What follows belongs to an exercise in optimizing a design on an open flow for a short achievable clock period and few clock cycles; a production flow would make more cautious choices.
Function was checked by simulation only, so behaviour that the tests miss may differ from the original.
Power figures rest on the tool's default switching activity, not on a simulated workload.

<file path="design/flow/constraint.sdc">
create_clock -name core_clock -period 10.0 [get_ports {clk}]
set_input_delay 2.0000 -clock core_clock [delete_from_list [all_inputs] [get_ports {clk}]]
set_output_delay 2.0000 -clock core_clock [all_outputs]
set_load 0.01 [all_outputs]
</file>
<file path="design/flow/config.mk">
export PLATFORM = sky130hd
export DESIGN_NAME = datapath
export DESIGN_NICKNAME = datapath
export VERILOG_FILES = /design/flow/design.v
export SDC_FILE = /design/flow/constraint.sdc
export NUM_CORES = 4
export LEC_CHECK = 0
export CAP_MARGIN = 20
export CORE_MARGIN = 2
export CORE_UTILIZATION = 40
export SLEW_MARGIN = 20
</file>
<file path="design/flow/run.sh">
#!/bin/bash
# synth_recipe.tcl (not shown) runs the flow's synth.tcl, then flattens the netlist and writes it again
# the make line also repeats each setting of config.mk as NAME=value (left out here)
make -C /OpenROAD-flow-scripts/flow DESIGN_CONFIG=/design/flow/config.mk WORK_HOME=/design/flow/orfs CLKGATE_MAP_FILE= SYNTH_SCRIPT=/design/flow/synth_recipe.tcl finish
</file>
<file path="design/flow/design.v">
module ALU(
  input [63:0] op0,
  input [63:0] op1,
  input [2:0] func3,
  input [6:0] func7,
  input [5:0] ctrl,
  output reg [63:0] ALU_result,
  output reg overflow,
  output reg eq,
  output reg lt,
  output reg gt
  );
  always@(*) begin
    {overflow, ALU_result} <= op0 + op1;
    if(func7[6:5] == 2'b01 && func3 == 3'b000) 
	    {overflow, ALU_result} <= op0 - op1;
    else if(func3 == 3'b001) begin
      ALU_result <= op0 << (op1[4:0]);
    end
    else if(func3 == 3'b111) begin
      ALU_result <= op0 & op1;
    end
	 eq = op0 == op1;
	 gt = op0 > op1;
	 lt = op0 < op1;
  end
endmodule
module decoder (
    input clk,
    input reset_n,
    input [31:0] instr,
    input [31:0] pc,
    output reg [4:0] rd,
    output reg [4:0] rs1,
    output reg [4:0] rs2,
    output reg [11:0] immed,
    output reg [9:0] func,
    output reg [19:0] joffset,
    output reg [6:0] ctrl
);
localparam OP_R = 7'b0110011;
localparam OP_I = 7'b0010011;
localparam OP_S = 7'b0100011;
localparam OP_B = 7'b1100011;
localparam OP_J = 7'b1101111;
localparam OP_L = 7'b0000011;
localparam OP_AUIPC = 7'b0010111;
always @ (*) 
begin
    rd      = instr[11:7];
    rs1     = instr[19:15];
    rs2     = instr[24:20];
    func    = {instr[31:25], instr[14:12]};
    joffset = {instr[31], instr[19:12], instr[20], instr[30:21]};
    ctrl    = 'h0;
    immed   = 'h0;
    case(instr[6:0])
        OP_R: begin
            ctrl = 7'b0000001;  
        end
        OP_I: begin
            immed = instr[31:20];
            ctrl = 7'b0001001;  
        end
        OP_AUIPC: begin
            joffset = instr[31:12];
            ctrl = 7'b1001001;  
        end
        OP_S: begin
            immed = {instr[31:25], instr[11:7]};
            ctrl = 7'b0001010;  
        end
        OP_B: begin
            immed = {instr[31], instr[7], instr[30:25], instr[11:8]};
            ctrl = 7'b0101000;  
        end
        OP_J: begin
            ctrl = 7'b0010000;  
        end
		OP_L: begin
		    immed = instr[31:20];
		    ctrl = 7'b0001101;  
		end
    endcase
end
endmodule
module pipelinereg #(
       parameter DWIDTH = 64
	) (
	   input clk,
	   input reset_n,
	   input en,
	   input [DWIDTH-1:0] i_data,
	   output reg [DWIDTH-1:0] o_data
	);
	always @(posedge clk) begin
	    if(!reset_n) begin
		    o_data <= 'h0;
		end
		else begin
		    if(en)
			    o_data <= i_data;
		end
	end
endmodule
module reg_file #(
     parameter integer DWIDTH = 64,
	  parameter integer AWIDTH = 5,
	  parameter integer DEPTH  = 2**AWIDTH
	 )
   (
     input wire clka,
	  input wire clkb,
	  input wire [DWIDTH-1:0] dina,
	  input wire               wea,
	  input wire [AWIDTH-1:0] addra,
	  output reg[DWIDTH-1:0] douta,
	  input wire [DWIDTH-1:0] dinb,
	  input wire               web,
	  input wire [AWIDTH-1:0] addrb,
	  output reg[DWIDTH-1:0] doutb
    );
	 reg [DWIDTH-1:0] memory_reg [DEPTH-1:0];
	 always @(posedge clka) begin
	     douta <= memory_reg[addra];
		 if(wea) begin
		     memory_reg[addra] <= dina;
		 end
	 end
	 always @(posedge clkb) begin
	     doutb <= memory_reg[addrb];
		 if(web) begin
		     memory_reg[addrb] <= dinb;
		 end
	 end
endmodule
module datapath #(
    parameter PC_WIDTH = 32,
	parameter D_WIDTH = 64,
	parameter ISTR_WIDTH = 32
  )
  (
    input       clk,
    input       reset_n,
    output [8:0]            imem_addr,
    input  [ISTR_WIDTH-1:0] imem_rdata,
    output [7:0]            dmem_addr,
    output [D_WIDTH-1:0]    dmem_wdata,
    output                  dmem_we,
    output                  dmem_re,
    input  [D_WIDTH-1:0]    dmem_rdata
   );
   reg [PC_WIDTH-1:0] pc;
   wire [PC_WIDTH-1:0] pc_EX, pc_ID;
   wire [PC_WIDTH-1:0] jump_pc, jump_addr_MEM, jump_addr;
   wire [PC_WIDTH-1:0] branch_addr_MEM, branch_addr;
   wire [ISTR_WIDTH-1:0] instr, instr_ID;
   wire [4:0] rd_ID, rd_EX, rd_MEM, raddr_WB;
   wire [4:0] rs1_ID;
   wire [4:0] rs2_ID, reg_wraddr;
   wire [11:0] immed_ID;
   wire [9:0] func_ID;
   wire [9:0] func_EX;
   wire [19:0] joffset_ID;
   wire [19:0] joffset_EX;
   wire [6:0] ctrl_ID, ctrl_EX, ctrl_MEM, ctrl_WB;
   wire [D_WIDTH-1:0] reg1data;
   wire [D_WIDTH-1:0] reg2data, reg2data_MEM;
   wire [D_WIDTH-1:0] data_WB;
   wire [D_WIDTH-1:0] sign_immed_ID;
   wire [D_WIDTH-1:0] sign_immed_EX;
   wire [ISTR_WIDTH-1:0] sign_immed_auipc;
   wire [D_WIDTH-1:0] alu_op0;
   wire [D_WIDTH-1:0] alu_op1;
   wire [D_WIDTH-1:0] ALU_out;
   wire [D_WIDTH-1:0] ALU_out_MEM;
   wire [D_WIDTH-1:0] ALU_out_WB, data_MEM;
   wire greaterthan, lessthan, equal;
   wire branch_taken_EX;
   wire branch_taken_MEM;
   wire branch_taken;
   reg [1:0] four_count;
   always @(posedge clk) begin
       if(!reset_n) begin
	       pc         <= 'h0;
		   four_count <= 'h0;
	   end
	   else begin
		   pc <= pc + 1'b1;
		   four_count <= four_count + 1'b1;
	       if(branch_taken)
		       pc <= jump_pc;
	   end
   end
   assign imem_addr = pc[10:2];
   assign instr     = imem_rdata;
    pipelinereg # (
       .DWIDTH (PC_WIDTH)
	) inst_IF_ID (
	    .clk    (clk),
	    .reset_n(reset_n),
	    .en     (1'b1),
	    .i_data ({pc}),
	    .o_data ({pc_ID})
	);
    assign instr_ID = (four_count == 2'b01) ? instr : 'h0;
    decoder inst_decoder(
     .clk     (clk),
     .reset_n (reset_n),
     .instr   (instr_ID),
     .pc      (pc_ID),  
     .rd      (rd_ID),
     .rs1     (rs1_ID),
     .rs2     (rs2_ID),
     .immed   (immed_ID),
     .func    (func_ID),
     .joffset (joffset_ID),
     .ctrl    (ctrl_ID)
    );
   assign sign_immed_ID = (ctrl_ID[6])? ({{32{joffset_ID[19]}},joffset_ID,{12{1'b0}}}) : {{52{immed_ID[11]}}, immed_ID};
   assign reg_wraddr = ctrl_WB[0] ? raddr_WB : rs1_ID;
   reg_file inst_reg_file (
        .addra(reg_wraddr), 
        .addrb(rs2_ID), 
        .clka(clk), 
        .clkb(clk), 
        .dina(data_WB), 
        .dinb({D_WIDTH{1'b0}}), 
        .wea(ctrl_WB[0]), 
        .web(1'b0), 
        .douta(reg1data), 
        .doutb(reg2data)
	);
    pipelinereg # (
       .DWIDTH (10+7+D_WIDTH+PC_WIDTH+5+20)
	) inst_ID_EXE (
	    .clk    (clk),
	    .reset_n(reset_n),
	    .en     (1'b1),
	    .i_data ({joffset_ID, rd_ID, pc_ID, func_ID, sign_immed_ID, ctrl_ID}),
	    .o_data ({joffset_EX, rd_EX, pc_EX, func_EX, sign_immed_EX, ctrl_EX})
	);
	assign alu_op1 = (ctrl_EX[3] & !ctrl_EX[5]) ? sign_immed_EX : reg2data;
	assign alu_op0 = ctrl_EX[6] ? {{32{1'b0}},pc_EX} : reg1data;
	assign branch_taken_EX = ctrl_EX[5] & (((func_EX[2:0] == 3'b000) & equal) |
                                           ((func_EX[2:0] == 3'b001) & !equal) |	
	                                ((func_EX[2:0] == 3'b100) & lessthan) |
									((func_EX[2:0] == 3'b101) & (greaterthan | equal)));
    assign branch_addr = (pc_EX) + {sign_immed_EX[30:0], 1'b0};
	ALU inst_ALU (
      .op0   (alu_op0),
      .op1   (alu_op1),
      .func3 (func_EX[2:0]),
      .func7 (func_EX[9:3]),
	  .ctrl  (ctrl_EX),
      .ALU_result(ALU_out),
	  .overflow  ( ),
      .eq        (equal),
      .lt        (lessthan),
      .gt        (greaterthan)
	);
	assign jump_addr = {{12{joffset_EX[19]}}, joffset_EX[18:0], 1'b0} + (pc_EX);
    pipelinereg # (
       .DWIDTH (7+D_WIDTH*2+1+5+PC_WIDTH*2)
	)  inst_EXE_MEM(
	    .clk    (clk),
	    .reset_n(reset_n),
	    .en     (1'b1),
	    .i_data ({jump_addr, rd_EX, branch_taken_EX, branch_addr, ctrl_EX, reg2data, ALU_out}),
	    .o_data ({jump_addr_MEM, rd_MEM, branch_taken_MEM, branch_addr_MEM, ctrl_MEM, reg2data_MEM, ALU_out_MEM})
	);
   assign jump_pc = ctrl_MEM[4] ? jump_addr_MEM : branch_addr_MEM;
   assign branch_taken = (ctrl_MEM[5] & branch_taken_MEM) | ctrl_MEM[4];
   assign dmem_addr  = ALU_out_MEM[9:2];
   assign dmem_wdata = reg2data_MEM;
   assign dmem_we    = ctrl_MEM[1];
   assign dmem_re    = ctrl_MEM[2];
   assign data_MEM   = dmem_rdata;
    pipelinereg # (
       .DWIDTH (5+7+D_WIDTH)
	)inst_MEM_WB (
	    .clk    (clk),
	    .reset_n(reset_n),
	    .en     (1'b1),
	    .i_data ({rd_MEM, ctrl_MEM, ALU_out_MEM}),
	    .o_data ({raddr_WB, ctrl_WB, ALU_out_WB})
	);
	assign data_WB       = ctrl_WB[2] ? data_MEM : ALU_out_WB;
endmodule
</file>
==> run summary <==
Placed design:
- During placement, the flow inserted port buffers numbering 180.
- Before CTS, the worst setup slack after placement is between 3 and 4 ns.
- The final weighted congestion of routability-driven global placement is just over 1.
- The placed wire-length estimate is roughly 320000 um.

Routing:
- Before antenna repair, the detailed router went through 13 iterations.
- The post-detailed-route count of antenna-violating nets is 0.
- After detailed routing, the number of vias per cell comes to between 6 and 7.
- After detailed routing, the number of remaining DRC violations is 0.
- In the final routed layout, each cell accounts on average for between 30 and 40 um.
- The routed layout has 94600 vias.
- The total routed wirelength is a little over 500000 um.
- For this block, the initial DRC count from the detailed router was about 18000.

Cells and area:
- The layout-stage area growth over the synthesis result is 12.0%.
- The number of fill cells is between 20000 and 30000.
- The number of flip-flops in the largest register is 2048.
- The library cell used most frequently in the layout, excluding fill and tap cells, is sky130_fd_sc_hd__edfxtp_1.
- The net count of the finished layout is between 10000 and 15000.
- In the layout the commonest cells are sky130_fd_sc_hd__edfxtp_1, sky130_fd_sc_hd__nand2_1, sky130_fd_sc_hd__a21oi_1.
- The share of post-route cells with drive strength above 1 is 0.124.

Die:
- Measured along the x axis, the die boundary spans roughly 560 um.
- In this run the vertical extent of the chip is approximately 560 um.
- The die footprint is about 0.31 mm2.
- The region available for standard cell placement spans 0.308 mm2.
- Row generation in the floorplan step produced 204 rows.
- The boundary pin count is 181.
- For this configuration, the core starts out at a cell density of 0.401.

STA:
- The worst path meets setup with roughly 3.9 ns of slack.
- The tightest slew margin relative to the limit is 0.171.
- Setup total negative slack on the finished layout was measured at 0 ns.
- For the final database, setup skew stands at around 0.074 ns.
- Setup repair after global routing left no endpoint under its margin.
- For this run, the top clock speed supported by timing is between 0.15 and 0.2 GHz.
- The transition at the pin with the smallest max-transition slack is roughly 1.2 ns.
- The period utilization is 0.614.
- The final number of max-transition violations came to 0.
- The hold violation total from the final report is 0.
- The smallest clock period supported by the final layout is computed as around 6 ns.
- The final number of setup-violating endpoints is 0.

Yosys:
- The cell area after synthesis is ~0.12 mm2.
- Counting flops and latches in the post-synthesis netlist gives 2615.
- The number of flops mapped to enable cells by yosys is slightly above 2000.
- The cell type with the highest aggregate area in the netlist is sky130_fd_sc_hd__edfxtp_1.
- Counting distinct cell types in the post-synthesis netlist gives 97.
- Synthesis produced about 10000 cells.
- The fraction of synthesis flops using an asynchronous set or reset pin is 0.
- The share of the synthesized area in the top cell type is 0.497.
- The most used flip-flop cell after synthesis is sky130_fd_sc_hd__edfxtp_1.
- The number of nets handed over by synthesis was between 10000 and 15000.
- The register area share after synthesis is 0.589.
- Yosys attributes the largest share of cell area to sky130_fd_sc_hd__edfxtp_1, sky130_fd_sc_hd__dfxtp_1, sky130_fd_sc_hd__mux4_2, sky130_fd_sc_hd__a222oi_1, sky130_fd_sc_hd__nand2_1.
- Dividing the synthesized area by the synthesized cell count gives between 10 and 15 um2.
- During synthesis, Yosys emitted a total of 9 warnings.

Outcome:
- The run finished with no timing, DRC or antenna violations.

Worst hold path:
- The class of the tightest hold or removal check is flip-flop to flip-flop.
- Along the worst hold path, the cell count comes to 1.

Pwr:
- The power density relative to cell area is between 200 and 250 mW/mm2.
- VDD sags by at most roughly 0.16 mV.
- In this run the static leakage power is ~46 nW.

Clock tree:
- The source-to-sink clock delay at the later pin of the worst-skew pair is roughly 0.91 ns.
- The number of buffers created by CTS is approximately 270.
- The root buffer selected by CTS is sky130_fd_sc_hd__clkbuf_16.
- The buffers inserted during post-CTS setup optimization is 0.
- The maximum count of clock buffers along a single path is 4.
- The clock tree from TritonCTS is built.
- The clock input transition at the sequential cells of the worst setup and hold paths is approximately 0.070 ns.
- The quantity of gates resized following cts is 0.
- The H-tree was split into 5 levels.
- The number of clock sinks is 2615.
- In this run, post-CTS hold repair placed 0 buffers.

Setup path:
- The worst setup path is of the flip-flop to flip-flop kind.
- The number of cells on the worst reg-to-reg path is 14.
- The startpoint class of the critical path is a flip-flop.
- Data on the critical path is required at its endpoint by 10.80 ns.
- The kind of end point of the critical path is a flip-flop.
- The critical-path maximum fanout is 61.
- At the worst endpoint, the arrival time is about 7.0 ns.

GRT:
- The via count of the first global-routing pass came to around 90000.
- The initial antenna violation count came to 58.
- The first global-routing pass estimated a little over 700000 um of wire.
- The global-route congestion overflow total is 0.
- The largest net degree at the start of global routing is between 100 and 150.
- The total routing resource utilization after global routing is 0.313.

Flow run:
- The number of max-cap violations is 0.
-- cells in the mapped netlist, types with 10 or more instances --
cell type / instances
sky130_fd_sc_hd__or2_2: 12
sky130_fd_sc_hd__a21oi_1: 830
sky130_fd_sc_hd__o22ai_1: 63
sky130_fd_sc_hd__a21o_1: 49
sky130_fd_sc_hd__nor3_1: 66
sky130_fd_sc_hd__dfxtp_1: 567
sky130_fd_sc_hd__a31oi_1: 96
sky130_fd_sc_hd__o21ai_0: 293
sky130_fd_sc_hd__nand2b_1: 24
sky130_fd_sc_hd__o31ai_1: 28
sky130_fd_sc_hd__and2_1: 226
sky130_fd_sc_hd__nor4_1: 91
sky130_fd_sc_hd__mux4_2: 429
sky130_fd_sc_hd__nand2_1: 1319
sky130_fd_sc_hd__o21bai_1: 44
sky130_fd_sc_hd__nand4_1: 38
sky130_fd_sc_hd__xnor2_1: 137
sky130_fd_sc_hd__a221oi_1: 33
sky130_fd_sc_hd__o21a_1: 19
sky130_fd_sc_hd__xor2_1: 38
sky130_fd_sc_hd__buf_2: 77
sky130_fd_sc_hd__buf_4: 84
sky130_fd_sc_hd__a22oi_1: 13
sky130_fd_sc_hd__clkbuf_1: 583
sky130_fd_sc_hd__ha_1: 190
sky130_fd_sc_hd__nand3_1: 316
sky130_fd_sc_hd__a211oi_1: 96
sky130_fd_sc_hd__and3_1: 38
sky130_fd_sc_hd__or3_1: 12
sky130_fd_sc_hd__o21ai_1: 10
sky130_fd_sc_hd__buf_1: 102
sky130_fd_sc_hd__o211ai_1: 47
sky130_fd_sc_hd__nand3b_1: 13
sky130_fd_sc_hd__nor2_1: 500
sky130_fd_sc_hd__nor2b_1: 46
sky130_fd_sc_hd__edfxtp_1: 2048
sky130_fd_sc_hd__mux2_2: 80
sky130_fd_sc_hd__o221ai_1: 144
sky130_fd_sc_hd__mux2i_1: 285
sky130_fd_sc_hd__inv_1: 217
sky130_fd_sc_hd__a222oi_1: 512
sky130_fd_sc_hd__a2111oi_0: 29
-- metal layers --
layer / track usage / vias up / part of all wire
li1: - / 38400 / -
met3: 0.0859 / 1302 / 0.13
met4: 0.152 / 46 / 0.055
met2: 0.473 / 7526 / 0.44
met1: 0.416 / 47300 / 0.37
met5: 0 / - / 0.00078
-- worst max-delay path, stage by stage, from the launching register on --
cell	delay (ns)
sky130_fd_sc_hd__dfxtp_1	0.44
sky130_fd_sc_hd__nand2b_4	0.17
sky130_fd_sc_hd__buf_4	0.66
sky130_fd_sc_hd__nand2_1	0.55
sky130_fd_sc_hd__nand2_1	0.24
sky130_fd_sc_hd__ha_1	0.42
sky130_fd_sc_hd__inv_1	0.36
sky130_fd_sc_hd__nand3_1	0.32
sky130_fd_sc_hd__nor4_1	0.73
sky130_fd_sc_hd__nand2_1	0.49
sky130_fd_sc_hd__nor4_1	0.47
sky130_fd_sc_hd__nand4_1	0.51
sky130_fd_sc_hd__o21ai_0	0.31
sky130_fd_sc_hd__o21ai_0	0.14
sky130_fd_sc_hd__a311oi_1	0.25
-- cell type report --
cell class,count,area [um2],area share
Inverter,222,841,0.00607
Timing Repair Buffer,379,3800,0.0275
Tap cell,4120,5150,0.0372
Multi-Input combinational cell,6302,46800,0.338
Antenna cell,24,60.1,0.000434
Clock inverter,132,1370,0.00992
Clock buffer,351,7580,0.0547
Sequential cell,2615,72900,0.526
-- final timing paths --
path / startpoint / to / slack [ns]
max: inst_ID_EXE.o_data[5]$_SDFF_PN0_ / inst_EXE_MEM.o_data[167]$_SDFF_PN0_ / 3.86
min: inst_ID_EXE.o_data[4]$_SDFF_PN0_ / inst_EXE_MEM.o_data[132]$_SDFF_PN0_ / 0.43
max reg2reg: inst_ID_EXE.o_data[5]$_SDFF_PN0_ / inst_EXE_MEM.o_data[167]$_SDFF_PN0_ / 3.86
min reg2reg: inst_ID_EXE.o_data[4]$_SDFF_PN0_ / inst_EXE_MEM.o_data[132]$_SDFF_PN0_ / 0.43
-- stage by stage --
step                power (mW)  utilization  std cells  instance area, um2  hold WS (ns)
CTS                       28.3        0.449      14100              138000         0.430
global placement          18.1        0.420      13600              129000         0.411
detailed placement        18.0        0.420      13600              129000         0.417
finish                    28.5        0.449      14100              138000         0.428
floorplan                 15.8            -       9989              124000         0.399
global route              29.2        0.449      14100              138000         0.443
-- cell families after synthesis --
group                    Yosys count  share of synthesized area
AO/OA/AOI/OAI                   2413                      0.136
XOR/XNOR                         175                     0.0124
adder cells (fa/ha/maj)          194                     0.0199
buffers and inverters           1072                     0.0361
flip-flops                      2615                      0.589
multiplexers                     795                      0.109
AND/OR/NAND/NOR                 2725                     0.0978
-- where the power goes --
part / total, mW / leakage, nW / switching [mW] / internal [mW]
logic: 5.34 / 18.6 / 3.73 / 1.61
clock network: 10.4 / 4.38 / 4.42 / 6.00
registers: 12.7 / 23.5 / 0.364 / 12.3
Testbench counts, summed over its fixed seeds: cycles 462,940.

[separate check: timing with driven ports]
The results above use ideal ports. As a check the final layout listed here was re-extracted and re-timed, cells and wires unchanged.
Step 1: set_driving_cell puts a clkbuf_16 on clk and a buf_2 on each other input, an assumption about the parent block.
Step 2, shift: input delay + t, output delay - t, t = (earliest + latest rising clock arrival at the registers) / 2. This alone moves slack from input paths to output paths.
Slacks: ideal ports / drivers / drivers and shift; pairs: ideal ports / drivers.
shift t [ns]: 0.967
setup slack, ns: 3.857 / 3.857 / 3.261
clock arrival spread, ns: 0.076 / 0.075
slew at the worst register clock pin (ns): 0.08 / 0.08
After both steps setup and hold are still met in this run. For this run, drivers alone change the setup slack by 0.000 ns; drivers and shift together by -0.596 ns.
